This is an optimization exercise on Yosys and OpenROAD, whose aim is small area, a short achievable clock period and few clock cycles per item, not a production implementation.
No functional check of the RTL was part of any run shown here.

==> flow/design.v <==
`timescale 1 ns / 100 ps
module D_REG(iRSTn,
             iCLK,
             iEN,
             iCLR,
             iDATA,
             oDATA);
    parameter WL = 8;
    input	iRSTn;
    input	iCLK;
    input	iEN;
    input	iCLR;
    input	[WL-1:0] iDATA;
    output	[WL-1:0] oDATA;
    reg 	[WL-1:0] oDATA;
    always @(posedge iCLK or negedge iRSTn)
    begin
        if (~iRSTn)
        begin
            oDATA <= 0;
        end
        else if (iCLR)
        begin
            oDATA <= 0;
        end
            else if (iEN)
            begin
            oDATA	 <= iDATA;
            end
        else
        begin
            oDATA	 <= oDATA;
        end
    end
endmodule
`timescale 1 ns / 100 ps
module COUNTER_VER3	(iCLK,
                     iRSTn,
                     iEN,
                     iCLR,
                     oCNT);
parameter WL  = 8;
parameter IV  = 0;  
parameter LSB = 2;
parameter ECV = 13;  
input	       		iCLK;
input	       		iRSTn;
input	     		iCLR;
input	       		iEN;
output	[WL-1:0]	oCNT;
reg		[WL-1:0]	oCNT;
always @(negedge iRSTn or posedge iCLK)
begin
    if (~iRSTn)
    begin
        oCNT <= IV ;
    end
    else if (iCLR)
    begin
        oCNT <= IV ;
    end
        else if (iEN)
        begin
        if (oCNT[WL-1:LSB] == ECV)
        begin
            oCNT <= IV;
        end
        else
        begin
            oCNT <= oCNT+1;
        end
        end
    else
    begin
        oCNT <= oCNT;
    end
end
endmodule
`timescale 1 ns / 100 ps
module BF(iDATA1,
          iDATA2,
          oDATA_add,
          oDATA_sub);
    parameter IL = 16;
    parameter OL = IL+1;
    input	[IL-1:0] 	iDATA1;
    input	[IL-1:0] 	iDATA2;
    output	[OL-1:0] 	oDATA_add;
    output	[OL-1:0] 	oDATA_sub;
    assign oDATA_add = {iDATA1[IL-1],iDATA1} + {iDATA2[IL-1],iDATA2};
    assign oDATA_sub = {iDATA1[IL-1],iDATA1} - {iDATA2[IL-1],iDATA2};
endmodule
`timescale 1 ns / 100 ps
module CLIP(iDATA,
            oDATA);
    parameter IL = 10;  
    parameter OL = 8;  
    input  [IL-1:0] iDATA;  
    output [OL-1:0] oDATA;  
    wire   [OL-1:0] oDATA;
    assign oDATA = (iDATA[IL-1]) ?
    ((((&iDATA[IL-2:OL-1]) == 0)|((|iDATA[OL-2:0]) == 0)) ?
    ({iDATA[IL-1],{(OL-2){1'b0}},{1'b1}}) :
    ({iDATA[IL-1],iDATA[OL-2:0]})) :  
    ((|(iDATA[IL-2:OL-1])) ?
    ({iDATA[IL-1],{(OL-1){1'b1}}}) : ({iDATA[IL-1],iDATA[OL-2:0]}));
endmodule
`timescale 1 ns / 100 ps
module ROUND_2B(iDATA,
                oDATA);
    parameter IL = 10;
    parameter OL = 7;
    parameter RL = IL - OL;
    input [IL-1:0] iDATA;
    output [OL-1:0] oDATA;
    wire [1:0] sel = iDATA[RL-1:RL-2];
    assign oDATA = (iDATA[IL-1] == 0) ?
    (&iDATA[IL-2:RL-1]) ?
    (iDATA[IL-1:RL]) :
    (iDATA[IL-1:RL]+iDATA[RL-1]) :
    (sel == 2'b00 || sel == 2'b01) ?
    (iDATA[IL-1:RL]) :
    (sel == 2'b10) ?
    (iDATA[IL-1:RL]+|(iDATA[RL-2:0])) : (iDATA[IL-1:RL]+1'b1);
endmodule
`timescale 1 ns / 100 ps
module CPX_MULT(iCLK,
                iRSTn,
                iEN,
                iCLR,
                iDATA_re_1,
                iDATA_im_1,
                iDATA_re_2,
                iDATA_im_2,
                oDATA_re,
                oDATA_im);
    parameter IL1 = 9;
    parameter IL2 = 10;
    parameter OL  = IL1+IL2;
    input 				iCLK;
    input				iRSTn;
    input				iEN;
    input				iCLR;
    input	[IL1-1:0]	iDATA_re_1;
    input	[IL1-1:0]	iDATA_im_1;
    input	[IL2-1:0]	iDATA_re_2;
    input	[IL2-1:0]	iDATA_im_2;
    output	[OL-1:0]	oDATA_re, oDATA_im;
    wire	[OL-2:0]	comp_re_1, comp_im_1;
    wire	[OL-2:0]	comp_re_2, comp_im_2;
    wire	[OL-1:0]	oDATA_re_tmp;
    wire	[OL-1:0]	oDATA_im_tmp;
    wire	[OL-2:0]	D_ff_re1, D_ff_im1,D_ff_re2, D_ff_im2;
    wire	[OL-2:0] 	iDATA1_re_ext  = {{(IL2-1){iDATA_re_1[IL1-1]}}, iDATA_re_1};
    wire 	[OL-2:0] 	iDATA2_re_ext = {{(IL1-1){iDATA_re_2[IL2-1]}}, iDATA_re_2};
    wire	[OL-2:0] 	iDATA1_im_ext  = {{(IL2-1){iDATA_im_1[IL1-1]}}, iDATA_im_1};
    wire	[OL-2:0] 	iDATA2_im_ext  = {{(IL1-1){iDATA_im_2[IL2-1]}}, iDATA_im_2};
    assign	comp_re_1 = iDATA1_re_ext*iDATA2_re_ext;
    assign	comp_re_2 = iDATA1_im_ext*iDATA2_im_ext;
    assign	comp_im_1 = iDATA1_re_ext*iDATA2_im_ext;
    assign	comp_im_2 = iDATA2_re_ext*iDATA1_im_ext;
    assign	oDATA_re_tmp = {{comp_re_1[OL-2],comp_re_1}}-{{comp_re_2[OL-2],comp_re_2}};
    assign	oDATA_im_tmp = {{comp_im_1[OL-2],comp_im_1}}+{{comp_im_2[OL-2],comp_im_2}};
    D_REG#(
    .WL(OL)
    )D_FF_oDATA_RE(
    .iCLK(iCLK),
    .iRSTn(iRSTn),
    .iEN(iEN),
    .iCLR(iCLR),
    .iDATA(oDATA_re_tmp),
    .oDATA(oDATA_re)
    );
    D_REG#(
    .WL(OL)
    )D_FF_oDATA_IM(
    .iCLK(iCLK),
    .iRSTn(iRSTn),
    .iEN(iEN),
    .iCLR(iCLR),
    .iDATA(oDATA_im_tmp),
    .oDATA(oDATA_im)
    );
endmodule
`timescale 1 ns / 100 ps
module TW_ROM(twiddle_addr,
              oDATA_RE,
              oDATA_IM);
    parameter WL = 10;
    parameter WN = 3;
    parameter paraP0000 = 10'b0000000000;  
    parameter paraP3827 = 10'b0011000100;  
    parameter paraN3827 = 10'b1100111100;  
    parameter paraP7071 = 10'b0101101010;  
    parameter paraN7071 = 10'b1010010110;  
    parameter paraP9239 = 10'b0111011001;  
    parameter paraN9239 = 10'b1000100110;  
    parameter paraP1000 = 10'b0111111111;  
    parameter paraN1000 = 10'b1000000001;  
    input		[WN-1:0]		twiddle_addr;
    output		[WL-1:0] 		oDATA_RE;
    output  	[WL-1:0] 		oDATA_IM;
    reg			[WL-1:0]		oDATA_RE;
    reg			[WL-1:0]		oDATA_IM;
    always @(*)
    begin
        case(twiddle_addr)	 
            'd00:
            begin
                oDATA_RE = paraP1000;
                oDATA_IM = paraP0000;
            end
            'd01:
            begin
                oDATA_RE = paraP9239;
                oDATA_IM = paraN3827;
            end
            'd02:
            begin
                oDATA_RE = paraP7071;
                oDATA_IM = paraN7071;
            end
            'd03:
            begin
                oDATA_RE = paraP3827;
                oDATA_IM = paraN9239;
            end
            'd04:
            begin
                oDATA_RE = paraP0000;
                oDATA_IM = paraN1000;
            end
            'd05:
            begin
                oDATA_RE = paraN3827;
                oDATA_IM = paraN9239;
            end
            'd06:
            begin
                oDATA_RE = paraN7071;
                oDATA_IM = paraN7071;
            end
            'd07:
            begin
                oDATA_RE = paraN9239;
                oDATA_IM = paraN3827;
            end
            default:
            begin
                oDATA_RE = 10'b0100000000;
                oDATA_IM = 10'b0000000000;
            end
        endcase
    end
endmodule
`timescale 1 ns / 100 ps
module SINGLE_BF(iRSTn,
                 iCLK,
                 iCLR,
                 iEN,
                 STATE,
                 iDATA,
                 oEN,
                 oDATA);
    parameter	STATE0	 = 3'b000;
    parameter	STATE1	 = 3'b001;
    parameter	STATE2	 = 3'b010;
    parameter	STATE3	 = 3'b011;
    parameter	STATE4	 = 3'b100;
    parameter	CNT	 = 	16;
    parameter	IL 	 = 	16;
    parameter	OL 	 = 	16;
    parameter	TW	  = 	10;
    input 					iRSTn;
    input 					iCLK;
    input 					iCLR;
    input					iEN;
    input	[2:0]			STATE;
    input	[2*IL-1:0]		iDATA;
    output 					oEN;
    output	[2*OL-1:0]		oDATA;
    wire	[IL-1:0]		iDATA_RE = iDATA[2*IL-1:IL];
    wire	[IL-1:0]		iDATA_IM = iDATA[IL-1:0];
    wire	[IL-1:0]		iDATA_RE_D;
    wire	[IL-1:0]		iDATA_IM_D;
    wire	[IL	 :0]		oDATA_RE_HIGH;
    wire	[IL	 :0]		oDATA_RE_LOW;
    wire	[IL	 :0]		oDATA_IM_HIGH;
    wire	[IL	 :0]		oDATA_IM_LOW;
    wire	[OL-1:0]		oDATA_RE_HIGH_C;
    wire	[OL-1:0]		oDATA_IM_HIGH_C;
    wire	[2*OL-1:0]		oDATA_HIGH;
    wire					Cnt_EN;
    wire	[3:0]			oCNT;
    wire	[2:0]			TW_ADDR;
    wire	[TW-1:0]		Tw_RE;
    wire	[TW-1:0]		Tw_IM;
    wire	[IL+TW:0]		oDATA_RE_LOW_TW;
    wire	[IL+TW:0]		oDATA_IM_LOW_TW;
    wire	[OL+1:0]		oDATA_RE_LOW_R;
    wire	[OL+1:0]		oDATA_IM_LOW_R;
    wire	[OL-1:0]		oDATA_RE_LOW_C;
    wire	[OL-1:0]		oDATA_IM_LOW_C;
    wire	[2*OL-1:0]		oDATA_LOW;
    wire	[2*OL-1:0]		oDATA_TMP;
    wire                    iEN_1D;
    wire                    iEN_2D;
    D_REG#(
    .WL(IL)
    )D_REG_BF1_RE(
    .iRSTn(iRSTn),
    .iCLK(iCLK),
    .iEN(iEN||oEN),
    .iCLR(iCLR),
    .iDATA(iDATA_RE),
    .oDATA(iDATA_RE_D)
    );
    D_REG#(
    .WL(IL)
    )D_REG_BF2_IM(
    .iRSTn(iRSTn),
    .iCLK(iCLK),
    .iEN(iEN||oEN),
    .iCLR(iCLR),
    .iDATA(iDATA_IM),
    .oDATA(iDATA_IM_D)
    );
    BF#(
    .IL(IL),
    .OL(IL+1)
    )BF_RE(
    .iDATA1(iDATA_RE_D),		 
    .iDATA2(iDATA_RE),
    .oDATA_add(oDATA_RE_HIGH),		 
    .oDATA_sub(oDATA_RE_LOW)
    );
    BF#(
    .IL(IL),
    .OL(IL+1)
    )BF_IM(
    .iDATA1	(iDATA_IM_D),
    .iDATA2	(iDATA_IM),
    .oDATA_add(oDATA_IM_HIGH),
    .oDATA_sub(oDATA_IM_LOW)
    );
    CLIP#(
    .IL(IL+1),
    .OL(OL)
    )CLIP_HIGH_RE(
    .iDATA(oDATA_RE_HIGH),
    .oDATA(oDATA_RE_HIGH_C)
    );
    CLIP#(
    .IL(IL+1),
    .OL(OL)
    )CLIP_HIGH_IM(
    .iDATA(oDATA_IM_HIGH),
    .oDATA(oDATA_IM_HIGH_C)
    );
    assign	oDATA_HIGH = {oDATA_RE_HIGH_C,oDATA_IM_HIGH_C};
    D_REG#(
    .WL(1'b1)
    )U_D_REG_EN_DELAY(
    .iRSTn(iRSTn),
    .iCLK(iCLK),
    .iEN(1'b1),
    .iCLR(iCLR),
    .iDATA(iEN),
    .oDATA(Cnt_EN)
    );
    COUNTER_VER3#(
    .WL(4),
    .IV(0),
    .LSB(0),
    .ECV(CNT-1)
    )U_COUNTER_V3_WC(
    .iCLK(iCLK),
    .iRSTn(iRSTn),
    .iEN(Cnt_EN),
    .iCLR(iCLR),
    .oCNT(oCNT)
    );
    assign TW_ADDR = (STATE == STATE1) ? {oCNT[3:1]} :
    (STATE == STATE2) ? {oCNT[2:1],1'b0} :
    (STATE == STATE3) ? {oCNT[3],2'b00} :
    (STATE == STATE4) ? {3'b000} : 0;
    TW_ROM U_TW_ROM(		 
    .twiddle_addr(TW_ADDR),
    .oDATA_RE(Tw_RE),
    .oDATA_IM(Tw_IM)
    );
    CPX_MULT#(
    .IL1(IL+1),
    .IL2(10)
    )CPX_MULT_LOW(
    .iCLK(iCLK),
    .iRSTn(iRSTn),
    .iEN(iEN||oEN),
    .iCLR(iCLR),
    .iDATA_re_1(oDATA_RE_LOW),
    .iDATA_im_1(oDATA_IM_LOW),
    .iDATA_re_2(Tw_RE),
    .iDATA_im_2(Tw_IM),
    .oDATA_re(oDATA_RE_LOW_TW),
    .oDATA_im(oDATA_IM_LOW_TW)
    );
    ROUND_2B#(
    .IL(IL+11),
    .OL(IL+2)
    )ROUND_2B_LOW_RE(
    .iDATA(oDATA_RE_LOW_TW),
    .oDATA(oDATA_RE_LOW_R)
    );
    ROUND_2B#(
    .IL(IL+11),
    .OL(IL+2)
    )ROUND_2B_LOW_IM(
    .iDATA(oDATA_IM_LOW_TW),
    .oDATA(oDATA_IM_LOW_R)
    );
    CLIP#(
    .IL(IL+2),
    .OL(OL)
    )CLIP_LOW_RE(
    .iDATA(oDATA_RE_LOW_R),
    .oDATA(oDATA_RE_LOW_C)
    );
    CLIP#(
    .IL(IL+2),
    .OL(OL)
    )CLIP_LOW_IM(
    .iDATA(oDATA_IM_LOW_R),
    .oDATA(oDATA_IM_LOW_C)
    );
    assign oDATA_LOW = {oDATA_RE_LOW_C,oDATA_IM_LOW_C};
    assign	oDATA_TMP = (oCNT[0] == 1) ?
    (oDATA_HIGH) :
    (oCNT[0] == 0) ?
    (oDATA_LOW) : (16'b0);
    D_REG#(
    .WL(1)
    )D_REG_iEN_1D(
    .iRSTn(iRSTn),
    .iCLK(iCLK),
    .iEN(1'b1),
    .iCLR(iCLR),
    .iDATA(iEN),
    .oDATA(iEN_1D)
    );
    D_REG#(
    .WL(1)
    )D_REG_iEN_2D(
    .iRSTn(iRSTn),
    .iCLK(iCLK),
    .iEN(1'b1),
    .iCLR(iCLR),
    .iDATA(iEN_1D),
    .oDATA(iEN_2D)
    );
    D_REG#(
    .WL(1)
    )D_REG_iEN_3D(
    .iRSTn(iRSTn),
    .iCLK(iCLK),
    .iEN(1'b1),
    .iCLR(iCLR),
    .iDATA(iEN_2D),
    .oDATA(oEN)
    );
    D_REG#(
    .WL(2*IL)
    )D_REG_BF_OUT(
    .iRSTn(iRSTn),
    .iCLK(iCLK),
    .iEN(iEN||oEN),
    .iCLR(iCLR),
    .iDATA(oDATA_TMP),
    .oDATA(oDATA)
    );
endmodule
`timescale 1 ns / 100 ps
module MEM_R_CTRL(iRSTn,
                  iCLK,
                  iStart_INT,
                  iCLR,
                  oEN_RC,
                  oEN,
                  RADDR,
                  STATE);
    parameter	STATE0	 = 3'b000;
    parameter	STATE1	 = 3'b001;
    parameter	STATE2	 = 3'b010;
    parameter	STATE3	 = 3'b011;
    parameter	STATE4	 = 3'b100;
    parameter	STATE5	 = 3'b101;
    parameter	CNT		   = 20;
    input 				iRSTn;
    input 				iCLK;
    input 				iStart_INT;
    input 				iCLR;
    output 				oEN_RC;
    output 				oEN;
    output	[6:0]		RADDR;
    output	[2:0]		STATE;
    reg		[2:0]		current_state;
    wire	[2:0]		next_state;
    wire				Cnt_EN;
    wire	[4:0]		oCNT;
    wire				oEN_FINAL;
    always @(posedge iCLK or negedge iRSTn)
    begin
        if (~iRSTn)
        begin
            current_state <= STATE0;
        end
        else if (iCLR)
        begin
            current_state <= STATE0;
        end
        else
        begin
            current_state <= next_state;
        end
    end
    assign next_state = (current_state == STATE0) ? ((iStart_INT == 1) ? STATE1 : STATE0) :
    (current_state == STATE1) ? ((oCNT == CNT-1) ?	STATE2 : STATE1) :
    (current_state == STATE2) ? ((oCNT == CNT-1) ? STATE3 : STATE2) :
    (current_state == STATE3) ? ((oCNT == CNT-1) ? STATE4 : STATE3) :
    (current_state == STATE4) ? ((oCNT == CNT-1) ? STATE5 : STATE4) :
    (current_state == STATE5) ? ((oCNT == CNT-1) ? STATE0 : STATE5) : STATE0;
    assign Cnt_EN = (current_state == STATE0) ? 1'b0 : 1'b1 ;
    COUNTER_VER3#(
    .WL(5),
    .IV(0),
    .LSB(0),
    .ECV(CNT-1)
    )U_COUNTER_V3_WC(
    .iCLK(iCLK),
    .iRSTn(iRSTn),
    .iEN(Cnt_EN),
    .iCLR(iCLR),
    .oCNT(oCNT)
    );
    assign	oEN_RC = (current_state == STATE1) ? ((oCNT < 5'd16) ? {1'b1} : 0) :
    (current_state == STATE2) ? ((oCNT < 5'd16) ? {1'b1} : 0) :
    (current_state == STATE3) ? ((oCNT < 5'd16) ? {1'b1} : 0) :
    (current_state == STATE4) ? ((oCNT < 5'd16) ? {1'b1} : 0) :
    (current_state == STATE5) ? ((oCNT < 5'd16) ? {1'b1} : 0) : 0;
    assign	RADDR = (current_state == STATE1) ? {3'b000,{oCNT[0]},{oCNT[3]},{oCNT[2]},{oCNT[1]}} :
    (current_state == STATE2) ? {3'b001,{oCNT[3]},{oCNT[0]},{oCNT[2]},{oCNT[1]}} :
    (current_state == STATE3) ? {3'b010,{oCNT[2]},{oCNT[1]},{oCNT[0]},{oCNT[3]}} :
    (current_state == STATE4) ? {3'b011,{oCNT[3:0]}} :
    (current_state == STATE5) ? {3'b100,{oCNT[3:0]}} :	0;
    assign	oEN_FINAL = 	(current_state == STATE5)	? ((oCNT < 5'd16) ? 1'b1 : 0) : 0;
    assign	STATE = current_state;
    D_REG#(
    .WL(1)
    )D_REG_oEN(
    .iRSTn(iRSTn),
    .iCLK(iCLK),
    .iCLR(iCLR),
    .iEN(1'b1),
    .iDATA(oEN_FINAL),
    .oDATA(oEN)
    );
endmodule
`timescale 1 ns / 100 ps
module MEM_W_CTRL(iRSTn,
                  iCLK,
                  iStart_W,
                  iCLR,
                  oEN_WC,
                  WADDR);
    parameter	STATE0		 = 3'b000;
    parameter	STATE1		 = 3'b001;
    parameter	STATE2		 = 3'b010;
    parameter	STATE3		 = 3'b011;
    parameter	STATE4		 = 3'b100;
    parameter	CNT			   = 20;
    input 				iRSTn;
    input 				iCLK;
    input 				iStart_W;
    input 				iCLR;
    output 				oEN_WC;
    output	[6:0]		WADDR;
    reg		[2:0]		current_state;
    wire				Cnt_EN;
    wire	[2:0]		next_state;
    wire	[4:0]		oCNT;
    always @(posedge iCLK or negedge iRSTn)
    begin
        if (~iRSTn)
        begin
            current_state <= STATE0;
        end
        else if (iCLR)
        begin
            current_state <= STATE0;
        end
        else
        begin
            current_state <= next_state;
        end
    end
    assign next_state = (current_state == STATE0) ? ((iStart_W == 1) ? STATE1 : STATE0) :
    (current_state == STATE1) ? ((oCNT == CNT-1) ? STATE2 : STATE1) :
    (current_state == STATE2) ? ((oCNT == CNT-1) ? STATE3 : STATE2) :
    (current_state == STATE3) ? ((oCNT == CNT-1) ? STATE4 : STATE3) :
    (current_state == STATE4) ? ((oCNT == CNT-1) ? STATE0 : STATE4) : STATE0;
    assign Cnt_EN = (current_state == STATE0) ? 1'b0 : 1'b1;
    COUNTER_VER3#(
    .WL(5),
    .IV(0),
    .LSB(0),
    .ECV(CNT-1)
    )U_COUNTER_V3_WC(
    .iCLK(iCLK),
    .iRSTn(iRSTn),
    .iEN(Cnt_EN),
    .iCLR(iCLR),
    .oCNT(oCNT)
    );
    assign	oEN_WC = (current_state == STATE1) ? ((oCNT < 5'd16) ? {1'b1} : 0) :
    (current_state == STATE2) ? ((oCNT < 5'd16) ? {1'b1} : 0) :
    (current_state == STATE3) ? ((oCNT < 5'd16) ? {1'b1} : 0) :
    (current_state == STATE4) ? ((oCNT < 5'd16) ? {1'b1} : 0) : 0;
    assign	WADDR = (current_state == STATE1) ? {3'b001,{oCNT[0]},{oCNT[3]},{oCNT[2]},{oCNT[1]}} :
    (current_state == STATE2) ? {3'b010,{oCNT[3]},{oCNT[0]},{oCNT[2]},{oCNT[1]}} :
    (current_state == STATE3) ? {3'b011,{oCNT[2]},{oCNT[1]},{oCNT[0]},{oCNT[3]}} :
    (current_state == STATE4) ? {3'b100,{oCNT[3:0]}} : 0;
endmodule
`timescale 1 ns / 100 ps
module MEMORY(clka,
              ena,
              wea,
              addra,
              dina,
              clkb,
              enb,
              addrb,
              doutb);
    input           clka;
    input           ena;
    input           wea;
    input   [6:0]   addra;
    input   [31:0]  dina;
    input           clkb;
    input           enb;
    input   [6:0]   addrb;
    output  [31:0]  doutb;
    reg     [31:0]  doutb;
    reg     [31:0]  mem [0:79];
    always @(posedge clka)
    begin
        if (ena && wea)
            mem[addra] <= dina;
    end
    always @(posedge clkb)
    begin
        if (enb)
            doutb <= mem[addrb];
    end
endmodule
`timescale 1 ns / 100 ps
module FFT_Top(iRSTn,
               iCLK,
               iStart_INT,
               iCLR,
               iWR_EN,
               iWR_ADDR,
               iWR_DATA,
               oREADY,
               oEN,
               oDATA_re,
               oDATA_im);
    input               iRSTn;
    input               iCLK;
    input               iStart_INT;
    input               iCLR;
    input               iWR_EN;
    input   [3:0]       iWR_ADDR;
    input   [31:0]      iWR_DATA;
    output              oREADY;
    output              oEN;
    output  [15:0]      oDATA_re;
    output  [15:0]      oDATA_im;
    reg                 fresh;       
    reg     [3:0]       nf;          
    reg     [3:0]       fi;          
    reg     [15:0]      asg;         
    reg     [63:0]      wmap;        
    reg     [63:0]      rmap;        
    wire    [3:0]       ws;
    reg                 ir_we, ir_st;
    reg     [3:0]       ir_a;
    reg     [31:0]      ir_d;
    always @(posedge iCLK or negedge iRSTn)
    begin
        if (~iRSTn) begin
            ir_we <= 1'b0;
            ir_st <= 1'b0;
        end
        else begin
            ir_we <= iWR_EN;
            ir_st <= iStart_INT & ~iCLR;
        end
    end
    reg                 ir_rew;
    reg     [3:0]       ir_wm;
    wire                byp   = ir_we && (ir_a == iWR_ADDR);
    always @(posedge iCLK)
    begin
        ir_a   <= iWR_ADDR;
        ir_d   <= iWR_DATA;
        ir_rew <= ~iCLR & ~ir_st & (asg[iWR_ADDR] | byp);
        ir_wm  <= byp ? ws : wmap[iWR_ADDR*4 +: 4];
    end
    reg                 rdy;
    always @(posedge iCLK or negedge iRSTn)
    begin
        if (~iRSTn) rdy <= 1'b0;
        else        rdy <= 1'b1;
    end
    assign oREADY = rdy;
    wire    [3:0]       wm_a  = ir_wm;
    wire                rew   = ir_rew;
    wire    [3:0]       rm_f  = fresh ? fi : rmap[fi*4 +: 4];
    assign              ws    = rew ? wm_a : nf;    
    wire    [3:0]       wm0_n = (ir_we && ir_a == 4'd0) ? ws : wmap[3:0];
    reg     [63:0]      wmap_n;
    integer             q;
    always @(*)
    begin
        wmap_n = wmap;
        if (ir_we) wmap_n[ir_a*4 +: 4] = ws;
    end
    always @(posedge iCLK or negedge iRSTn)
    begin
        if (~iRSTn) begin
            fresh <= 1'b1;
            nf    <= 4'd0;
            fi    <= 4'd1;
            asg   <= 16'd0;
        end
        else if (iCLR) begin
            fresh <= 1'b1;
            nf    <= 4'd0;
            fi    <= 4'd1;
            asg   <= 16'd0;
        end
        else if (ir_st) begin
            fresh <= 1'b0;
            nf    <= wm0_n;
            fi    <= 4'd1;
            asg   <= 16'd0;
        end
        else if (ir_we) begin
            asg[ir_a] <= 1'b1;
            if (~rew) begin
                nf <= rm_f;
                fi <= fi + 4'd1;
            end
        end
    end
    always @(posedge iCLK)
    begin
        wmap <= wmap_n;
        if (ir_st) rmap <= wmap_n;
    end
    reg     [511:0]     mem;
    genvar              g;
    generate
        for (g = 0; g < 16; g = g + 1) begin : G_MEM
            always @(posedge iCLK)
                if (ir_we && ws == g) mem[g*32 +: 32] <= ir_d;
        end
    endgenerate
    reg                 rd_act;
    reg     [3:0]       rd_t;
    always @(posedge iCLK or negedge iRSTn)
    begin
        if (~iRSTn) begin
            rd_act <= 1'b0;
            rd_t   <= 4'd0;
        end
        else if (iCLR) begin
            rd_act <= 1'b0;
            rd_t   <= 4'd0;
        end
        else if (ir_st) begin
            rd_act <= 1'b1;
            rd_t   <= 4'd0;
        end
        else if (rd_act) begin
            rd_t   <= rd_t + 4'd1;
            if (rd_t == 4'd15) rd_act <= 1'b0;
        end
    end
    wire    [3:0]       rd_t1 = rd_t + 4'd1;
    wire    [3:0]       rs_n  = ir_st ? wm0_n : rmap[rd_t1*4 +: 4];
    reg     [15:0]      rsh;         
    always @(posedge iCLK)
        rsh <= 16'd1 << rs_n;
    reg     [31:0]      rdat;
    integer             m;
    always @(*)
    begin
        rdat = 32'd0;
        for (m = 0; m < 16; m = m + 1)
            rdat = rdat | (mem[m*32 +: 32] & {32{rsh[m]}});
    end
    reg     [31:0]      fd;
    reg                 fv;
    reg     [3:0]       fidx;
    always @(posedge iCLK)
    begin
        fd   <= rdat;
        fidx <= rd_t;
    end
    always @(posedge iCLK or negedge iRSTn)
    begin
        if (~iRSTn)     fv <= 1'b0;
        else if (iCLR)  fv <= 1'b0;
        else            fv <= rd_act;
    end
    wire    [31:0]      y1, y2, y3, y4;
    wire                v1, v2, v3, v4;
    wire    [3:0]       i1, i2, i3, i4;
    SDF_S1 U_S1(.clk(iCLK), .rstn(iRSTn), .clr(iCLR), .x(fd), .xv(fv), .xi(fidx), .y(y1), .yv(v1), .yi(i1));
    SDF_S2 U_S2(.clk(iCLK), .rstn(iRSTn), .clr(iCLR), .x(y1), .xv(v1), .xi(i1), .y(y2), .yv(v2), .yi(i2));
    SDF_S3 U_S3(.clk(iCLK), .rstn(iRSTn), .clr(iCLR), .x(y2), .xv(v2), .xi(i2), .y(y3), .yv(v3), .yi(i3));
    SDF_S4 U_S4(.clk(iCLK), .rstn(iRSTn), .clr(iCLR), .x(y3), .xv(v3), .xi(i3), .y(y4), .yv(v4), .yi(i4));
    assign oEN      = v4;
    assign oDATA_re = y4[31:16];
    assign oDATA_im = y4[15:0];
endmodule
module TAGD(clk, rstn, clr, iv, ii, ov, oi);
    parameter N = 1;
    input               clk, rstn, clr;
    input               iv;
    input   [3:0]       ii;
    output  [N-1:0]     ov;          
    output  [4*N-1:0]   oi;
    reg     [N-1:0]     v;
    reg     [4*N-1:0]   t;
    always @(posedge clk or negedge rstn)
    begin
        if (~rstn)      v <= {N{1'b0}};
        else if (clr)   v <= {N{1'b0}};
        else if (N > 1) v <= {v[N-2:0], iv};
        else            v <= iv;
    end
    always @(posedge clk)
    begin
        if (N > 1) t <= {t[4*N-5:0], ii};
        else       t <= ii;
    end
    assign ov = v;
    assign oi = t;
endmodule
module SAT17(s, y);
    input   [16:0]  s;
    output  [15:0]  y;
    assign y = (s[16] != s[15]) ? (s[16] ? 16'h8001 : 16'h7fff) :
               (s[15:0] == 16'h8000) ? 16'h8001 : s[15:0];
endmodule
module SAT18(s, y);
    input   [17:0]  s;
    output  [15:0]  y;
    wire            ov = s[17] ? ~(&s[16:15]) : (|s[16:15]);
    assign y = ov ? (s[17] ? 16'h8001 : 16'h7fff) :
               (s[15:0] == 16'h8000) ? 16'h8001 : s[15:0];
endmodule
module ADDKS(a, b, ci, s, co);
    parameter N = 17;
    input   [N-1:0] a, b;
    input           ci;
    output  [N-1:0] s;
    output          co;
    reg     [N:0]   G, P, Gn, Pn;
    integer         l, i;
    always @(*)
    begin
        G = {a & b, ci};
        P = {a ^ b, 1'b0};
        for (l = 1; l < N + 1; l = l * 2) begin
            Gn = G;
            Pn = P;
            for (i = l; i < N + 1; i = i + 1) begin
                Gn[i] = G[i] | (P[i] & G[i - l]);
                Pn[i] = P[i] & P[i - l];
            end
            G = Gn;
            P = Pn;
        end
    end
    assign s  = (a ^ b) ^ G[N-1:0];
    assign co = G[N];
endmodule
module ADDBK(a, b, ci, s, co);
    parameter N = 17;
    input   [N-1:0] a, b;
    input           ci;
    output  [N-1:0] s;
    output          co;
    function integer toppow;
        input integer n;
        integer t;
        begin
            t = 1;
            while (t * 2 < n) t = t * 2;
            toppow = t;
        end
    endfunction
    localparam TOP = toppow(N + 1);
    reg     [N:0]   G, P;
    integer         l, i;
    always @(*)
    begin
        G = {a & b, ci};
        P = {a ^ b, 1'b0};
        for (l = 1; l <= TOP; l = l * 2)
            for (i = 2 * l - 1; i < N + 1; i = i + 2 * l) begin
                G[i] = G[i] | (P[i] & G[i - l]);
                P[i] = P[i] & P[i - l];
            end
        for (l = TOP / 2; l >= 1; l = l / 2)
            for (i = 3 * l - 1; i < N + 1; i = i + 2 * l) begin
                G[i] = G[i] | (P[i] & G[i - l]);
                P[i] = P[i] & P[i - l];
            end
    end
    assign s  = (a ^ b) ^ G[N-1:0];
    assign co = G[N];
endmodule
module R511(d, r);
    input   [16:0]  d;
    output  [17:0]  r;
    wire            c = d[8] & (d[16] | (|d[7:0]));
    wire            co;
    ADDKS #(.N(18)) U_A(.a({d[16], d}), .b({{10{~d[16]}}, ~d[16:9]}), .ci(~c), .s(r), .co(co));
endmodule
module BFTOP(a, b, y);
    input   [31:0]  a, b;
    output  [31:0]  y;
    wire    [16:0]  sr, si;
    wire            cr, ci;
    ADDKS #(.N(17)) U_AR(.a({a[31], a[31:16]}), .b({b[31], b[31:16]}), .ci(1'b0), .s(sr), .co(cr));
    ADDKS #(.N(17)) U_AI(.a({a[15], a[15:0]}),  .b({b[15], b[15:0]}),  .ci(1'b0), .s(si), .co(ci));
    SAT17 U_R(.s(sr), .y(y[31:16]));
    SAT17 U_I(.s(si), .y(y[15:0]));
endmodule
module BFSUB(a, b, rot, dr, di);
    input   [31:0]  a, b;
    input           rot;
    output  [16:0]  dr, di;
    wire    [15:0]  ar = a[31:16], ai = a[15:0], br = b[31:16], bi = b[15:0];
    wire    [15:0]  p1 = rot ? ai : ar;
    wire    [15:0]  q1 = rot ? bi : br;
    wire    [15:0]  p2 = rot ? br : ai;
    wire    [15:0]  q2 = rot ? ar : bi;
    wire            cr, ci;
    ADDKS #(.N(17)) U_AR(.a({p1[15], p1}), .b(~{q1[15], q1}), .ci(1'b1), .s(dr), .co(cr));
    ADDKS #(.N(17)) U_AI(.a({p2[15], p2}), .b(~{q2[15], q2}), .ci(1'b1), .s(di), .co(ci));
endmodule
module CSA27(a, b, c, s, y);
    input   [26:0]  a, b, c;
    output  [26:0]  s, y;
    wire    [26:0]  m = (a & b) | (a & c) | (b & c);
    assign s = a ^ b ^ c;
    assign y = {m[25:0], 1'b0};
endmodule
module SDF_S1(clk, rstn, clr, x, xv, xi, y, yv, yi);
    input               clk, rstn, clr;
    input   [31:0]      x;
    input               xv;
    input   [3:0]       xi;
    output  [31:0]      y;
    output              yv;
    output  [3:0]       yi;
    localparam D = 8;
    wire    [8:0]       tv;
    wire    [35:0]      ti;
    TAGD #(.N(9)) U_TAG(.clk(clk), .rstn(rstn), .clr(clr), .iv(xv), .ii(xi), .ov(tv), .oi(ti));
    wire                osel = ti[4*7+3];
    assign yv = tv[8];
    assign yi = ti[35:32];
    reg     [255:0]     sr;          
    wire    [31:0]      a = sr[255:224];
    wire                bf = xv & xi[3];
    wire    [31:0]      top;
    BFTOP U_TOP(.a(a), .b(x), .y(top));
    wire    [16:0]      dr, di;
    BFSUB U_SUB(.a(a), .b(x), .rot(xi[2]), .dr(dr), .di(di));
    reg     [16:0]      d1r, d1i;
    reg     [1:0]       k1;
    reg                 s1;
    reg     [3:0]       bp;
    always @(posedge clk)
    begin
        d1r <= dr;
        d1i <= di;
        k1  <= xi[1:0];
        s1  <= xi[0] & (xi[2] | xi[1]);      
        bp  <= {bp[2:0], bf};
    end
    wire    [17:0]      e1r = {d1r[16], d1r};
    wire    [17:0]      e1i = {d1i[16], d1i};
    wire    [17:0]      sx, sy;
    wire                cx, cy;
    ADDKS #(.N(18)) U_PX(.a(e1r), .b(e1i),  .ci(1'b0), .s(sx), .co(cx));
    ADDKS #(.N(18)) U_PY(.a(e1i), .b(~e1r), .ci(1'b1), .s(sy), .co(cy));
    wire    [17:0]      xx = (k1 == 2'd2) ? sx : e1r;
    wire    [17:0]      yy = (k1 == 2'd2) ? sy : e1i;
    reg     [18:0]      w2r, w2i;
    reg     [17:0]      v2r, v2i;
    reg                 eA2, eB2, gBr, gDr, gFr, gGr, gAi, gBi, gCi, gDi, gEi, gFi, gGi, s2;
    wire                k1_0 = (k1 == 2'd0), k1_1 = (k1 == 2'd1), k1_2 = (k1 == 2'd2), k1_3 = (k1 == 2'd3);
    always @(posedge clk)
    begin
        w2r <= k1_3 ? {yy[17], yy} : k1_2 ? {xx, 1'b0} : {xx[17], xx};
        v2r <= k1[1] ? xx : yy;
        w2i <= k1_3 ? {xx[17], xx} : k1_2 ? {yy, 1'b0} : {yy[17], yy};
        v2i <= k1[1] ? yy : xx;
        eA2 <= ~k1_2;
        eB2 <= ~k1_0;
        s2  <= s1;
        gBr <= k1[0];
        gDr <= ~k1[0];
        gFr <= k1[0];
        gGr <= ~k1[0];
        gAi <= k1_3;
        gBi <= k1[0] ^ k1_3;
        gCi <= ~k1_3;
        gDi <= ~k1[0] ^ k1_3;
        gEi <= k1_1;
        gFi <= k1[0] ^ k1_1;
        gGi <= ~k1[0] ^ k1_1;
    end
    reg     [1:0]       k2;
    always @(posedge clk)
        k2 <= k1;
    wire    [26:0]      ar_, br_, ai_, bi_;
    S1ROWS #(.PI(0)) U_RR(.w(w2r), .v(v2r), .k(k2), .s(s2), .eA(eA2), .eB(eB2),
                .gA(1'b0), .gB(gBr), .gC(1'b1), .gD(gDr), .gE(1'b0), .gF(gFr), .gG(gGr),
                .ps(ar_), .pc(br_));
    S1ROWS #(.PI(1)) U_RI(.w(w2i), .v(v2i), .k(k2), .s(s2), .eA(eA2), .eB(eB2),
                .gA(gAi), .gB(gBi), .gC(gCi), .gD(gDi), .gE(gEi), .gF(gFi), .gG(gGi),
                .ps(ai_), .pc(bi_));
    reg     [26:0]      c3rs, c3rc, c3is, c3ic;
    always @(posedge clk)
    begin
        c3rs <= ar_;
        c3rc <= br_;
        c3is <= ai_;
        c3ic <= bi_;
    end
    wire    [26:0]      qr, qi;
    wire                cqr, cqi;
    ADDKS #(.N(27)) U_QR(.a(c3rs), .b(c3rc), .ci(1'b0), .s(qr), .co(cqr));
    ADDKS #(.N(27)) U_QI(.a(c3is), .b(c3ic), .ci(1'b0), .s(qi), .co(cqi));
    reg     [17:0]      q4r, q4i;
    reg                 f4r, f4i;
    always @(posedge clk)
    begin
        q4r <= qr[26:9];
        q4i <= qi[26:9];
        f4r <= (&qr[8:0]) & ~qr[26];
        f4i <= (&qi[8:0]) & ~qi[26];
    end
    wire    [17:0]      rr, ri;
    wire                crr, cri;
    ADDKS #(.N(18)) U_FR(.a(q4r), .b(18'd0), .ci(f4r), .s(rr), .co(crr));
    ADDKS #(.N(18)) U_FI(.a(q4i), .b(18'd0), .ci(f4i), .s(ri), .co(cri));
    wire    [31:0]      bot;
    SAT18 U_CR(.s(rr), .y(bot[31:16]));
    SAT18 U_CI(.s(ri), .y(bot[15:0]));
    always @(posedge clk)
    begin
        sr[31:0]    <= x;
        sr[127:32]  <= sr[95:0];
        sr[159:128] <= bp[3] ? bot : sr[127:96];
        sr[255:160] <= sr[223:128];
    end
    reg     [31:0]      yr;
    always @(posedge clk)
        yr <= osel ? a : top;
    assign y = yr;
endmodule
module S1ROWS(w, v, k, s, eA, eB, gA, gB, gC, gD, gE, gF, gG, ps, pc);
    parameter PI = 0;
    input   [18:0]  w;
    input   [17:0]  v;
    input   [1:0]   k;
    input           s;               
    input           eA, eB;          
    input           gA, gB, gC, gD, gE, gF, gG;      
    output  [26:0]  ps, pc;
    wire    [18:0]  tA = w ^ {19{gA}}, tB = w ^ {19{gB}}, tC = w ^ {19{gC}}, tD = w ^ {19{gD}};
    wire    [17:0]  tE = v ^ {18{gE}}, tF = v ^ {18{gF}}, tG = v ^ {18{gG}};
    wire    [18:0]  uA = eA ? {~tA[18], tA[17:0]} : 19'd0;
    wire    [18:0]  uB = eB ? {~tB[18], tB[17:0]} : 19'd0;
    wire    [18:0]  uC = eB ? {~tC[18], tC[17:0]} : 19'd0;
    wire    [18:0]  uD = {~tD[18], tD[17:0]};
    wire    [17:0]  uE = eB ? {~tE[17], tE[16:0]} : 18'd0;
    wire    [17:0]  uF = eB ? {~tF[17], tF[16:0]} : 18'd0;
    wire    [17:0]  uG = eB ? {~tG[17], tG[16:0]} : 18'd0;
    wire    [26:0]  rA = {uA[17:0], 9'd0};
    wire    [26:0]  rB = {3'd0, uB, 5'd0};
    wire    [26:0]  rC = {5'd0, uC, 3'd0};
    wire    [26:0]  rD = s ? {7'd0, uD, 1'b0} : {8'd0, uD};
    wire    [26:0]  rE = {1'd0, uE, 8'd0};
    wire    [26:0]  rF = {3'd0, uF, 6'd0};
    wire    [26:0]  rG = {7'd0, uG, 2'd0};
    reg     [26:0]  rK;
    reg             fA, fB, fC, fD, fE, fF, fG, xA, xB, xE;
    always @(*)
    begin
        xA = (k != 2'd2);
        xB = (k != 2'd0);
        fA = PI ? (k == 2'd3) : 1'b0;
        fB = k[0] ^ (PI ? (k == 2'd3) : 1'b0);
        fC = PI ? (k != 2'd3) : 1'b1;
        fD = ~k[0] ^ (PI ? (k == 2'd3) : 1'b0);
        fE = PI ? (k == 2'd1) : 1'b0;
        fF = k[0] ^ (PI ? (k == 2'd1) : 1'b0);
        fG = ~k[0] ^ (PI ? (k == 2'd1) : 1'b0);
        rK = 27'd255;
        if (xA) rK = rK + (fA ? 27'd512 : 27'd0);                          
        if (xB) rK = rK + (fB ? 27'd32  : 27'd0) - 27'd8388608;            
        if (xB) rK = rK + (fC ? 27'd8   : 27'd0) - 27'd2097152;            
        if (s)  rK = rK + (fD ? 27'd2   : 27'd0) - 27'd524288;             
        else    rK = rK + (fD ? 27'd1   : 27'd0) - 27'd262144;             
        if (xB) rK = rK + (fE ? 27'd256 : 27'd0) - 27'd33554432;           
        if (xB) rK = rK + (fF ? 27'd64  : 27'd0) - 27'd8388608;            
        if (xB) rK = rK + (fG ? 27'd4   : 27'd0) - 27'd524288;             
    end
    wire    [26:0]  s1, c1, s2, c2, s3, c3, s4, c4, s5, c5, s6, c6;
    CSA27 U1(.a(rA), .b(rB), .c(rC), .s(s1), .y(c1));
    CSA27 U2(.a(rD), .b(rE), .c(rF), .s(s2), .y(c2));
    CSA27 U3(.a(s1), .b(c1), .c(s2), .s(s3), .y(c3));
    CSA27 U4(.a(c2), .b(rG), .c(rK), .s(s4), .y(c4));
    CSA27 U5(.a(s3), .b(c3), .c(s4), .s(s5), .y(c5));
    CSA27 U6(.a(s5), .b(c5), .c(c4), .s(s6), .y(c6));
    assign ps = s6;
    assign pc = c6;
endmodule
module SDF_S2(clk, rstn, clr, x, xv, xi, y, yv, yi);
    input               clk, rstn, clr;
    input   [31:0]      x;
    input               xv;
    input   [3:0]       xi;
    output  [31:0]      y;
    output              yv;
    output  [3:0]       yi;
    wire    [4:0]       tv;
    wire    [19:0]      ti;
    TAGD #(.N(5)) U_TAG(.clk(clk), .rstn(rstn), .clr(clr), .iv(xv), .ii(xi), .ov(tv), .oi(ti));
    wire                osel = ti[4*3+2];
    assign yv = tv[4];
    assign yi = ti[19:16];
    reg     [127:0]     sr;
    wire    [31:0]      a = sr[127:96];
    wire                bf = xv & xi[2];
    wire    [31:0]      top;
    BFTOP U_TOP(.a(a), .b(x), .y(top));
    wire    [16:0]      dr, di;
    BFSUB U_SUB(.a(a), .b(x), .rot(xi[1]), .dr(dr), .di(di));
    reg     [16:0]      d1r, d1i;
    reg                 w1;
    reg     [2:0]       bp;
    always @(posedge clk)
    begin
        d1r <= dr;
        d1i <= di;
        w1  <= xi[0];
        bp  <= {bp[1:0], bf};
    end
    wire    [17:0]      e1r = {d1r[16], d1r};
    wire    [17:0]      e1i = {d1i[16], d1i};
    wire    [17:0]      sx, sy;
    wire                cx, cy;
    ADDKS #(.N(18)) U_PX(.a(e1r), .b(e1i),  .ci(1'b0), .s(sx), .co(cx));
    ADDKS #(.N(18)) U_PY(.a(e1i), .b(~e1r), .ci(1'b1), .s(sy), .co(cy));
    reg     [17:0]      x2, y2;
    reg                 w2;
    always @(posedge clk)
    begin
        x2 <= w1 ? sx : e1r;
        y2 <= w1 ? sy : e1i;
        w2 <= w1;
    end
    wire    [26:0]      pr_s, pr_c, pi_s, pi_c;
    S2ROWS U_RR(.z(x2), .w(w2), .ps(pr_s), .pc(pr_c));
    S2ROWS U_RI(.z(y2), .w(w2), .ps(pi_s), .pc(pi_c));
    wire    [8:0]       lr, li;
    wire                lcr, lci;
    ADDKS #(.N(9)) U_LR(.a(pr_s[8:0]), .b(pr_c[8:0]), .ci(1'b0), .s(lr), .co(lcr));
    ADDKS #(.N(9)) U_LI(.a(pi_s[8:0]), .b(pi_c[8:0]), .ci(1'b0), .s(li), .co(lci));
    reg     [17:0]      c3rs, c3rc, c3is, c3ic;
    reg                 c3rk, c3ik;
    always @(posedge clk)
    begin
        c3rs <= pr_s[26:9];
        c3rc <= pr_c[26:9];
        c3is <= pi_s[26:9];
        c3ic <= pi_c[26:9];
        c3rk <= lcr;
        c3ik <= lci;
    end
    wire    [17:0]      qr, qi;
    wire                cqr, cqi;
    ADDKS #(.N(18)) U_QR(.a(c3rs), .b(c3rc), .ci(c3rk), .s(qr), .co(cqr));
    ADDKS #(.N(18)) U_QI(.a(c3is), .b(c3ic), .ci(c3ik), .s(qi), .co(cqi));
    wire    [31:0]      bot;
    SAT18 U_CR(.s(qr), .y(bot[31:16]));
    SAT18 U_CI(.s(qi), .y(bot[15:0]));
    always @(posedge clk)
    begin
        sr[31:0]   <= x;
        sr[95:32]  <= sr[63:0];
        sr[127:96] <= bp[2] ? bot : sr[95:64];
    end
    reg     [31:0]      yr;
    always @(posedge clk)
        yr <= osel ? a : top;
    assign y = yr;
endmodule
module S2ROWS(z, w, ps, pc);
    input   [17:0]  z;
    input           w;
    output  [26:0]  ps, pc;
    wire    [17:0]  up = {~z[17], z[16:0]};      
    wire    [17:0]  un = {z[17], ~z[16:0]};      
    wire    [26:0]  r1 = {up, 9'd0};
    wire    [26:0]  r2 = w ? {2'd0, un, 7'd0} : {9'd0, un};
    wire    [26:0]  r3 = w ? {4'd0, un, 5'd0} : 27'd0;
    wire    [26:0]  r4 = w ? {6'd0, up, 3'd0} : 27'd0;
    wire    [26:0]  r5 = w ? {8'd0, up, 1'b0} : 27'd0;
    wire    [26:0]  kw = 27'd255 - 27'd67108864 + 27'd128 - 27'd16777216
                   + 27'd32 - 27'd4194304 - 27'd1048576 - 27'd262144;
    wire    [26:0]  kn = 27'd255 - 27'd67108864 + 27'd1 - 27'd131072;
    wire    [26:0]  rk = (w ? kw : kn) + {26'd0, ~z[17]};
    wire    [26:0]  s1, c1, s2, c2, s3, c3, s4, c4;
    CSA27 U1(.a(r1), .b(r2), .c(r3), .s(s1), .y(c1));
    CSA27 U2(.a(r4), .b(r5), .c(rk), .s(s2), .y(c2));
    CSA27 U3(.a(s1), .b(c1), .c(s2), .s(s3), .y(c3));
    CSA27 U4(.a(s3), .b(c3), .c(c2), .s(s4), .y(c4));
    assign ps = s4;
    assign pc = c4;
endmodule
module SDF_S3(clk, rstn, clr, x, xv, xi, y, yv, yi);
    input               clk, rstn, clr;
    input   [31:0]      x;
    input               xv;
    input   [3:0]       xi;
    output  [31:0]      y;
    output              yv;
    output  [3:0]       yi;
    wire    [2:0]       tv;
    wire    [11:0]      ti;
    TAGD #(.N(3)) U_TAG(.clk(clk), .rstn(rstn), .clr(clr), .iv(xv), .ii(xi), .ov(tv), .oi(ti));
    wire                osel = ti[4*1+1];
    assign yv = tv[2];
    assign yi = ti[11:8];
    reg     [63:0]      sr;
    wire    [31:0]      a = sr[63:32];
    wire    [31:0]      top;
    BFTOP U_TOP(.a(a), .b(x), .y(top));
    wire    [16:0]      dr, di;
    BFSUB U_SUB(.a(a), .b(x), .rot(xi[0]), .dr(dr), .di(di));
    reg     [16:0]      d1r, d1i;
    always @(posedge clk)
    begin
        d1r <= dr;
        d1i <= di;
    end
    wire    [17:0]      mr, mi;
    R511 U_MR(.d(d1r), .r(mr));
    R511 U_MI(.d(d1i), .r(mi));
    reg     [17:0]      m2r, m2i;
    always @(posedge clk)
    begin
        m2r <= mr;
        m2i <= mi;
    end
    wire    [31:0]      bot;
    SAT18 U_CR(.s(m2r), .y(bot[31:16]));
    SAT18 U_CI(.s(m2i), .y(bot[15:0]));
    always @(posedge clk)
        sr <= {sr[31:0], x};
    reg     [31:0]      yr;
    always @(posedge clk)
        yr <= osel ? bot : top;
    assign y = yr;
endmodule
module SDF_S4(clk, rstn, clr, x, xv, xi, y, yv, yi);
    input               clk, rstn, clr;
    input   [31:0]      x;
    input               xv;
    input   [3:0]       xi;
    output  [31:0]      y;
    output              yv;
    output  [3:0]       yi;
    wire    [2:0]       tv;
    wire    [11:0]      ti;
    TAGD #(.N(3)) U_TAG(.clk(clk), .rstn(rstn), .clr(clr), .iv(xv), .ii(xi), .ov(tv), .oi(ti));
    wire                osel = ti[4*1+0];
    assign yv = tv[2];
    assign yi = ti[11:8];
    reg     [31:0]      sr;
    wire    [31:0]      a = sr;
    wire    [31:0]      top;
    BFTOP U_TOP(.a(a), .b(x), .y(top));
    reg     [31:0]      t1;
    wire    [16:0]      dr, di;
    BFSUB U_SUB(.a(a), .b(x), .rot(1'b0), .dr(dr), .di(di));
    reg     [16:0]      d1r, d1i;
    always @(posedge clk)
    begin
        t1  <= top;
        d1r <= dr;
        d1i <= di;
    end
    wire    [17:0]      mr, mi;
    R511 U_MR(.d(d1r), .r(mr));
    R511 U_MI(.d(d1i), .r(mi));
    reg     [17:0]      m2r, m2i;
    always @(posedge clk)
    begin
        m2r <= mr;
        m2i <= mi;
    end
    wire    [31:0]      bot;
    SAT18 U_CR(.s(m2r), .y(bot[31:16]));
    SAT18 U_CI(.s(m2i), .y(bot[15:0]));
    always @(posedge clk)
        sr <= x;
    reg     [31:0]      yr;
    always @(posedge clk)
        yr <= osel ? bot : t1;
    assign y = yr;
endmodule
==> flow/flow/run.sh <==
#!/bin/bash
set -euo pipefail
bash standard.sh SETUP_SLACK_MARGIN=7 TNS_END_PERCENT=100 finish > orfs_make.log 2>&1
==> flow/standard.sh <==
#!/bin/bash
# synth_recipe.tcl (not shown) runs the flow's synth.tcl, then flattens the netlist and writes it again
# the make line also repeats each setting of config.mk as NAME=value (left out here)
make -C /OpenROAD-flow-scripts/flow DESIGN_CONFIG=/design/flow/config.mk WORK_HOME=/design/flow/orfs CLKGATE_MAP_FILE= SYNTH_SCRIPT=/design/flow/synth_recipe.tcl "${@:-finish}"
==> flow/config.mk <==
export PLATFORM = sky130hd
export DESIGN_NAME = FFT_Top
export DESIGN_NICKNAME = FFT_Top
export VERILOG_FILES = /design/flow/design.v
export SDC_FILE = /design/flow/constraint.sdc
export NUM_CORES = 4
export LEC_CHECK = 0
export CAP_MARGIN = 20
export CORE_MARGIN = 2
export CORE_UTILIZATION = 40
export PLACE_DENSITY = 0.6
export SLEW_MARGIN = 20
==> flow/constraint.sdc <==
create_clock -name core_clock -period 10.0 [get_ports {iCLK}]
set_input_delay 2.0000 -clock core_clock [delete_from_list [all_inputs] [get_ports {iCLK}]]
set_output_delay 2.0000 -clock core_clock [all_outputs]
set_load 0.01 [all_outputs]
==> summary.txt, run 1 <==
Worst EP arrival: 4.48 ns
via count: 67900
fraction of layout cells with a size suffix above 1: 20.3%
final wirelength: 267000 um
crit path time final: 3.70 ns
clk sinks: 2034
worst rel slew slack: 18.4%
DRC viols: 0
routed len/inst: 21.2 um
Syn Inst Count: 8769
TritonCTS clock tree: yes
max-cap viol count: 0
initial antenna violation count: 13
largest net degree at the start of global routing: 83
Die H: 495 um
average cell area after synthesis: 11.0 sq um
Pre-antenna DRT Iters: 7
GPL Wtd Cong: 0.886
placed instance area: 101000 sq um
die area: 245000 sq um
measured slew at the worst slew-check pin: 1.21 ns
final setup TNS: 0 ns
commonest non-fill, non-tap cell in the layout: dfxtp_1
Hold/Removal Path Class: reg2reg
warnings from Yosys: 14
#FFs+latches synth: 2034
Final Cycle Share: 37.0%
aggregate global-route resource usage: 21.2%
Inserted Clock Buffers: 210
Worst-path clk slew: 0.07 ns
antenna-violating nets left: 0
Max Clk Rate: 270 MHz
Area Growth Syn to Fin: 21.4%
post-synthesis sequential area ratio: 48.6%
Top FF cell, synth: dfxtp_1
worst setup path class: reg2reg
final setup vio count: 0
Final Hold Fails: 0
Layout Nets: 10300
IO Pins: 75
H-tree depth: 4
CP Launch Type: flop
Synth cell types: 83
root buf cell: clkbuf_16
first-pass GRT wire length: 401000 um
grt total ovfl: 0
R2R Setup Slk: 6.30 ns
CP max FO: 2
Post-synth ARST share: 2.65%
post-layout util: 48.7%
Worst Setup End Kind: flop
routed vias/inst: 5.38
hpwl dp: 176000 um
die width: 495 um
maximum root-to-sink buffer count: 3
most frequent cells in the layout: dfxtp_1 (1284), inv_1 (595), ha_1 (577), edfxtp_1 (576), nand2_1 (529)
Critical Path RT: 10.77 ns
clock skew: 0.128 ns
vias in the first global route: 67600
RSZ-0062 raised after global routing: true
status: finished clean
synthesized area: 96200 sq um
Core Area: 240000 sq um
1st-iter DRT viols: 4917
Post-synth EDFFs: 576
Max Transition Viols Final: 0
Site Rows: 180
port buffer count: 74
Finished Cell Area: 117000 sq um
Clk Latency, worst-skew pair: 0.93 ns
Initial Util: 40.1%
-- critical path: stages (launching register included) --
cell and delay, ns:
dfxtp_2 0.33, fa_2 0.40, a211o_1 0.29, o21ai_2 0.08, xnor2_1 0.10, or4_1 0.51, or4_1 0.40, or4_1 0.39
or4b_1 0.51, or4b_4 0.51, a41oi_2 0.14
-- path summary, 6_finish.rpt --
check                                          start              endpoint  cells past startpoint
worst max-delay path            U_S2.c3rs[0]$_DFF_P_  U_S2.sr[112]$_DFF_P_                     10
worst min-delay path             U_S1.sr[50]$_DFF_P_   U_S1.sr[82]$_DFF_P_                      0
worst max register to register  U_S2.c3rs[0]$_DFF_P_  U_S2.sr[112]$_DFF_P_                     10
worst min register to register   U_S1.sr[50]$_DFF_P_   U_S1.sr[82]$_DFF_P_                      0
max in group asynchronous                      iRSTn       ir_st$_DFF_PN0_                      2
min in group asynchronous                      iRSTn    asg[5]$_DFFE_PN0P_                      2
-- state kept, by name, indices dropped and copies added, names as in the netlist, 32 cells and up --
name and count:
U_S2.yr 32, U_S4.sr 32, U_S1.U_TAG.t 33, U_S2.sr 128, U_S1.sr 256, fd 32
wmap 64, U_S1.yr 32, U_S4.t1 32, U_S3.sr 64, U_S3.yr 32, mem 512
U_S4.yr 32, ir_d 32, rmap 64
-- cells by family (layout without fill, tap and decap cells) --
logic type | after synthesis | in the layout | share of synthesized area (%)
flops | 2034 | 2034 | 48.6
other cells | 2 | 21 | 0.00780
xor+xnor | 633 | 633 | 5.76
simple gates | 2032 | 2037 | 10.2
mux | 334 | 334 | 4.38
compound gates | 1792 | 1794 | 12.1
buf+inv | 960 | 1608 | 3.74
fa+ha+maj | 982 | 982 | 15.2
-- per-stage QoR --
step	worst slack [ns]	hold WS, ns	cells
2_1_floorplan	6.42	0.310	8780
3_3_place_gp	5.42	0.310	11800
3_5_place_dp	5.40	0.312	11800
4_1_cts	6.28	0.253	12500
5_1_grt	6.14	0.267	12600
6_report	6.30	0.246	12600
-- cells in the mapped netlist (all sizes together), types with 48 or more instances --
cell | n | area [sq um]
a21o | 85 | 638
a21oi | 568 | 2850
a221oi | 139 | 1220
a22o | 137 | 1200
and2 | 176 | 1100
and3 | 49 | 307
clkbuf | 262 | 983
dfrtp | 52 | 1300
dfxtp | 1404 | 28100
edfxtp | 576 | 17300
fa | 321 | 6430
ha | 644 | 8060
inv | 661 | 2480
mux2 | 121 | 1360
mux2i | 155 | 1550
mux4 | 58 | 1310
nand2 | 543 | 2040
nand2b | 90 | 563
nand3 | 127 | 636
nand4 | 57 | 357
nor2 | 561 | 2110
nor2b | 131 | 820
nor3 | 127 | 636
o211ai | 58 | 435
o21a | 77 | 578
o21ai | 363 | 1820
or3 | 48 | 300
xnor2 | 332 | 2910
xor2 | 301 | 2640
-- layer usage --
layer | up-vias | global-route usage, % | share of wire [%]
met5 | - | 0 | 0
met4 | 0 | 7.98 | 3.8
met3 | 510 | 3.03 | 5.5
met2 | 2038 | 35.2 | 48
met1 | 33600 | 27.8 | 43
li1 | 31800 | - | -
-- final cells by class --
type / count / area (sq um)
Sequential cell: 2034 / 47000
Multi-Input combinational cell: 5793 / 50200
Clock buffer: 290 / 6030
Antenna cell: 8 / 20.0
Timing Repair Buffer: 547 / 5660
Tap cell: 3185 / 3990
Fill cell: 21100 / 123000
Inverter: 664 / 2520
Clock inverter: 107 / 1410
-- repair_timing --
action                                  4_1_cts  5_1_grt
resized for setup                           746      596
endpoints found under the setup margin      541      457
setup buffers                               245      138
pin swaps                                   259      290
hold buffers                                  0        0
cloned                                       23        9
==> inputs of run 2 (changes only) <==
--- a/flow/design.v
+++ b/flow/design.v
@@ -715,13 +715,6 @@
         ir_rew <= ~iCLR & ~ir_st & (asg[iWR_ADDR] | byp);
         ir_wm  <= byp ? ws : wmap[iWR_ADDR*4 +: 4];
     end
-    reg                 rdy;
-    always @(posedge iCLK or negedge iRSTn)
-    begin
-        if (~iRSTn) rdy <= 1'b0;
-        else        rdy <= 1'b1;
-    end
-    assign oREADY = rdy;
     wire    [3:0]       wm_a  = ir_wm;
     wire                rew   = ir_rew;
     wire    [3:0]       rm_f  = fresh ? fi : rmap[fi*4 +: 4];
@@ -796,6 +789,13 @@
             if (rd_t == 4'd15) rd_act <= 1'b0;
         end
     end
+    reg                 rdy;
+    always @(posedge iCLK or negedge iRSTn)
+    begin
+        if (~iRSTn) rdy <= 1'b1;
+        else        rdy <= ~(ir_st & rd_act & (rd_t != 4'd15));
+    end
+    assign oREADY = rdy;
     wire    [3:0]       rd_t1 = rd_t + 4'd1;
     wire    [3:0]       rs_n  = ir_st ? wm0_n : rmap[rd_t1*4 +: 4];
     reg     [15:0]      rsh;         
@@ -1265,33 +1265,33 @@
     assign yi = ti[11:8];
     reg     [63:0]      sr;
     wire    [31:0]      a = sr[63:32];
+    wire                bf = xv & xi[1];
     wire    [31:0]      top;
     BFTOP U_TOP(.a(a), .b(x), .y(top));
     wire    [16:0]      dr, di;
     BFSUB U_SUB(.a(a), .b(x), .rot(xi[0]), .dr(dr), .di(di));
     reg     [16:0]      d1r, d1i;
+    reg                 b1;
     always @(posedge clk)
     begin
         d1r <= dr;
         d1i <= di;
+        b1  <= bf;
     end
     wire    [17:0]      mr, mi;
     R511 U_MR(.d(d1r), .r(mr));
     R511 U_MI(.d(d1i), .r(mi));
-    reg     [17:0]      m2r, m2i;
+    wire    [31:0]      bot;
+    SAT18 U_CR(.s(mr), .y(bot[31:16]));
+    SAT18 U_CI(.s(mi), .y(bot[15:0]));
     always @(posedge clk)
     begin
-        m2r <= mr;
-        m2i <= mi;
+        sr[31:0]  <= x;
+        sr[63:32] <= b1 ? bot : sr[31:0];
     end
-    wire    [31:0]      bot;
-    SAT18 U_CR(.s(m2r), .y(bot[31:16]));
-    SAT18 U_CI(.s(m2i), .y(bot[15:0]));
-    always @(posedge clk)
-        sr <= {sr[31:0], x};
     reg     [31:0]      yr;
     always @(posedge clk)
-        yr <= osel ? bot : top;
+        yr <= osel ? a : top;
     assign y = yr;
 endmodule
 module SDF_S4(clk, rstn, clr, x, xv, xi, y, yv, yi);
@@ -1302,42 +1302,34 @@
     output  [31:0]      y;
     output              yv;
     output  [3:0]       yi;
-    wire    [2:0]       tv;
-    wire    [11:0]      ti;
-    TAGD #(.N(3)) U_TAG(.clk(clk), .rstn(rstn), .clr(clr), .iv(xv), .ii(xi), .ov(tv), .oi(ti));
-    wire                osel = ti[4*1+0];
-    assign yv = tv[2];
-    assign yi = ti[11:8];
+    wire    [1:0]       tv;
+    wire    [7:0]       ti;
+    TAGD #(.N(2)) U_TAG(.clk(clk), .rstn(rstn), .clr(clr), .iv(xv), .ii(xi), .ov(tv), .oi(ti));
+    wire                osel = ti[4*0+0];
+    assign yv = tv[1];
+    assign yi = ti[7:4];
     reg     [31:0]      sr;
     wire    [31:0]      a = sr;
     wire    [31:0]      top;
     BFTOP U_TOP(.a(a), .b(x), .y(top));
-    reg     [31:0]      t1;
     wire    [16:0]      dr, di;
     BFSUB U_SUB(.a(a), .b(x), .rot(1'b0), .dr(dr), .di(di));
     reg     [16:0]      d1r, d1i;
     always @(posedge clk)
     begin
-        t1  <= top;
         d1r <= dr;
         d1i <= di;
     end
     wire    [17:0]      mr, mi;
     R511 U_MR(.d(d1r), .r(mr));
     R511 U_MI(.d(d1i), .r(mi));
-    reg     [17:0]      m2r, m2i;
-    always @(posedge clk)
-    begin
-        m2r <= mr;
-        m2i <= mi;
-    end
     wire    [31:0]      bot;
-    SAT18 U_CR(.s(m2r), .y(bot[31:16]));
-    SAT18 U_CI(.s(m2i), .y(bot[15:0]));
+    SAT18 U_CR(.s(mr), .y(bot[31:16]));
+    SAT18 U_CI(.s(mi), .y(bot[15:0]));
     always @(posedge clk)
         sr <= x;
     reg     [31:0]      yr;
     always @(posedge clk)
-        yr <= osel ? bot : t1;
+        yr <= osel ? bot : top;
     assign y = yr;
 endmodule
==> flow/flow/run.sh (replaced) <==
#!/bin/bash
set -euo pipefail
bash standard.sh SETUP_SLACK_MARGIN=6.5 TNS_END_PERCENT=100 finish > orfs_make.log 2>&1
==> run 2 against run 1 <==
Net effect: count of clock-buffer cells in the layout shrank 25; sequential share of layout area rose by 0.83 points; critical path depth rose by 3; clock skew decreased by 0.028 ns; routed wire length fell by 2.1%; sequential cell count is 105 lower; core utilization fell by 2.8 points; still clean; area after synthesis is 1.1% lower.
==> summary.txt, run 2 <==
antenna-violating nets left: 0
Inserted Clock Buffers: 203
synthesized area: 95200 sq um
most common cell in the netlist: dfxtp_1
Final Hold Fails: 0
Synth Area in XOR/XNOR: 5.45%
average cell area after synthesis: 10.9 sq um
CP delay by family, top: compound AO/OA/AOI/OAI gates
maximum root-to-sink buffer count: 3
commonest non-fill, non-tap cell in the layout: dfxtp_1
biggest registers after layout: mem: 512 flops, U_S1.sr: 256 flops, U_S2.sr: 128 flops
worst hold path depth: 0
Synth Area in Compound Gates: 13.5%
Top FF cell, synth: dfxtp_1
crit path cell chain: or4_4 -> o31ai_4 -> fa_2 -> a21oi_4 -> nor2_4 -> nor3_2 -> or4_4 -> a211o_4 -> a21boi_4 -> nor3_2 -> a211o_4 -> o41ai_2 -> o31ai_1
Initial Util: 40.1%
initial antenna violation count: 12
status: finished clean
Post-synth ARST share: 2.75%
max-cap viol count: 0
CP max FO: 5
final setup vio count: 0
via count: 66200
Reg area: 44700 sq um
fillers: 21600
met2 Use GR: 35.1%
hpwl dp: 182000 um
Critical Path RT: 10.70 ns
worst setup path class: reg2reg
portion of netlist area occupied by mux cells: 4.18%
1st-iter DRT viols: 4713
final wirelength: 262000 um
post-synthesis adder-cell area fraction: 15.3%
Largest Register: mem
Syn Inst Count: 8741
max FFs per register: 512
Clk Latency, worst-skew pair: 0.88 ns
grt met3 use: 2.69%
Core Area: 237000 sq um
vias in the first global route: 65800
Worst-path clk slew: 0.06 ns
Area Growth Syn to Fin: 14.4%
cell taking the most area after synthesis: dfxtp_1
worst rel slew slack: 30.4%
Post-synth EDFFs: 576
#FFs+latches synth: 1929
IO Pins: 75
Max Transition Viols Final: 0
Die H: 492 um
crit-path max cell delay: 0.55 ns
Worst EP arrival: 4.30 ns
GR Layer Usage met1: 27.7%
final setup TNS: 0 ns
CTS Hold Bufs: 0
die width: 492 um
measured slew at the worst slew-check pin: 1.04 ns
first-pass GRT wire length: 394000 um
Synth cell types: 106
crit path time final: 3.60 ns
post-synthesis sequential area ratio: 46.9%
Worst Setup End Kind: flop
Multi-input gate area: 48200 sq um
port buffer count: 74
number of cells on the worst reg-to-reg path: 13
[run 2: cell count changes after synthesis, moves of 24 or more]
cell,change
nor2_1,+24
o21a_1,+63
dfxtp_1,-104
nand2_1,-88
a21oi_1,-134
mux2_2,-25
o31ai_1,+26
xnor2_1,-43
[run 2: cells by family (layout without fill, tap and decap cells)]
family | count (synthesis) | in the layout
AND/OR/NAND/NOR | 2062 | 2062
flip-flops | 1929 | 1929
AO/OA/AOI/OAI | 1879 | 1882
buffers and inverters | 990 | 1284
adder cells (fa/ha/maj) | 974 | 974
XOR/XNOR | 592 | 592
multiplexers | 313 | 313
other | 2 | 14
[run 2: path summary, 6_finish.rpt]
path	start	to	slack [ns]
min in group asynchronous	iRSTn	ir_st$_DFF_PN0_	1.26
max in group asynchronous	iRSTn	ir_st$_DFF_PN0_	8.22
min	U_S1.sr[159]$_DFF_P_	U_S1.sr[191]$_DFF_P_	0.29
min reg2reg	U_S1.sr[159]$_DFF_P_	U_S1.sr[191]$_DFF_P_	0.29
max	U_S3.d1i[2]$_DFF_P_	U_S3.sr[32]$_DFF_P_	6.40
max reg2reg	U_S3.d1i[2]$_DFF_P_	U_S3.sr[32]$_DFF_P_	6.40
[run 2: timing repair]
item                                    4_1_cts  5_1_grt
endpoints found under the setup margin      392      227
buffers inserted                             37       35
gates cloned                                  5        6
endpoints found under the hold margin         0        0
resized for setup                           197      192
pin swaps                                    37       66
[run 2: worst register-to-register path, cell delays in order, from the launching register on]
cell and delay (ns):
dfxtp_2 0.32, or4_4 0.55, o31ai_4 0.19, fa_2 0.28, a21oi_4 0.08, nor2_4 0.10, nor3_2 0.06, or4_4 0.44
a211o_4 0.37, a21boi_4 0.16, nor3_2 0.08, a211o_4 0.35, o41ai_2 0.37, o31ai_1 0.12
[run 2: layout make-up]
cell class                      count  area share, %
Clock inverter                    114           1.38
Antenna cell                        2        0.00460
Tap cell                         3167           3.64
Inverter                          680           2.35
Timing Repair Buffer              224           2.03
Multi-Input combinational cell   5835           44.3
Clock buffer                      265           5.22
Sequential cell                  1929           41.1
Timing Repair inverter              1        0.00460
[run 2: metrics by stage]
| stage | setup slack (ns) | utilization [%] | instances | hold slack [ns] | cell area [sq um] |
|---|---|---|---|---|---|
| CTS | 6.39 | 45.4 | 12200 | 0.301 | 108000 |
| floorplan | 6.50 | - | 8751 | 0.310 | 95300 |
| global route | 6.22 | 45.9 | 12200 | 0.307 | 109000 |
| detailed placement | 5.62 | 41.9 | 11800 | 0.312 | 99500 |
| finish | 6.40 | 45.9 | 12200 | 0.294 | 109000 |
| global placement | 5.66 | 41.9 | 11800 | 0.310 | 99500 |
[run 2: layer usage]
metal	share of wire, %	up-vias
met3	5.4	434
met2	48	1942
met4	3.6	6
met1	43	32600
li1	-	31200
met5	0.017	-

-- afterwards: timing with drivers on the ports --
No port has a modelled driver above. Below, the same layouts with a new extraction and two added sets of constraints.
Step 1 assumes that a clkbuf_16 drives the clock port and a buf_2 every other input.
Step 2 adds t to the input delays and takes it off the output delays; t is the mean of the earliest and latest rising clock arrival at the registers after step 1. Input paths then give back, and output paths get back, about the clock's delay inside the block.
Slacks: no drivers / after step 1 / after step 2; pairs: no drivers / after step 1.
| run | shift t [ns] | setup WS [ns] | worst slew at a driven data input, ns |
|---|---|---|---|
| run 1 | 0.966 | 6.296 / 6.296 / 6.166 | 0.05 |
| run 2 | 0.935 | 6.400 / 6.367 / 5.852 | 0.14 |
After both steps every run listed still meets setup and hold. The setup slack of run 2, which loses most, moves by -0.033 ns with the drivers and by -0.548 ns with both steps.
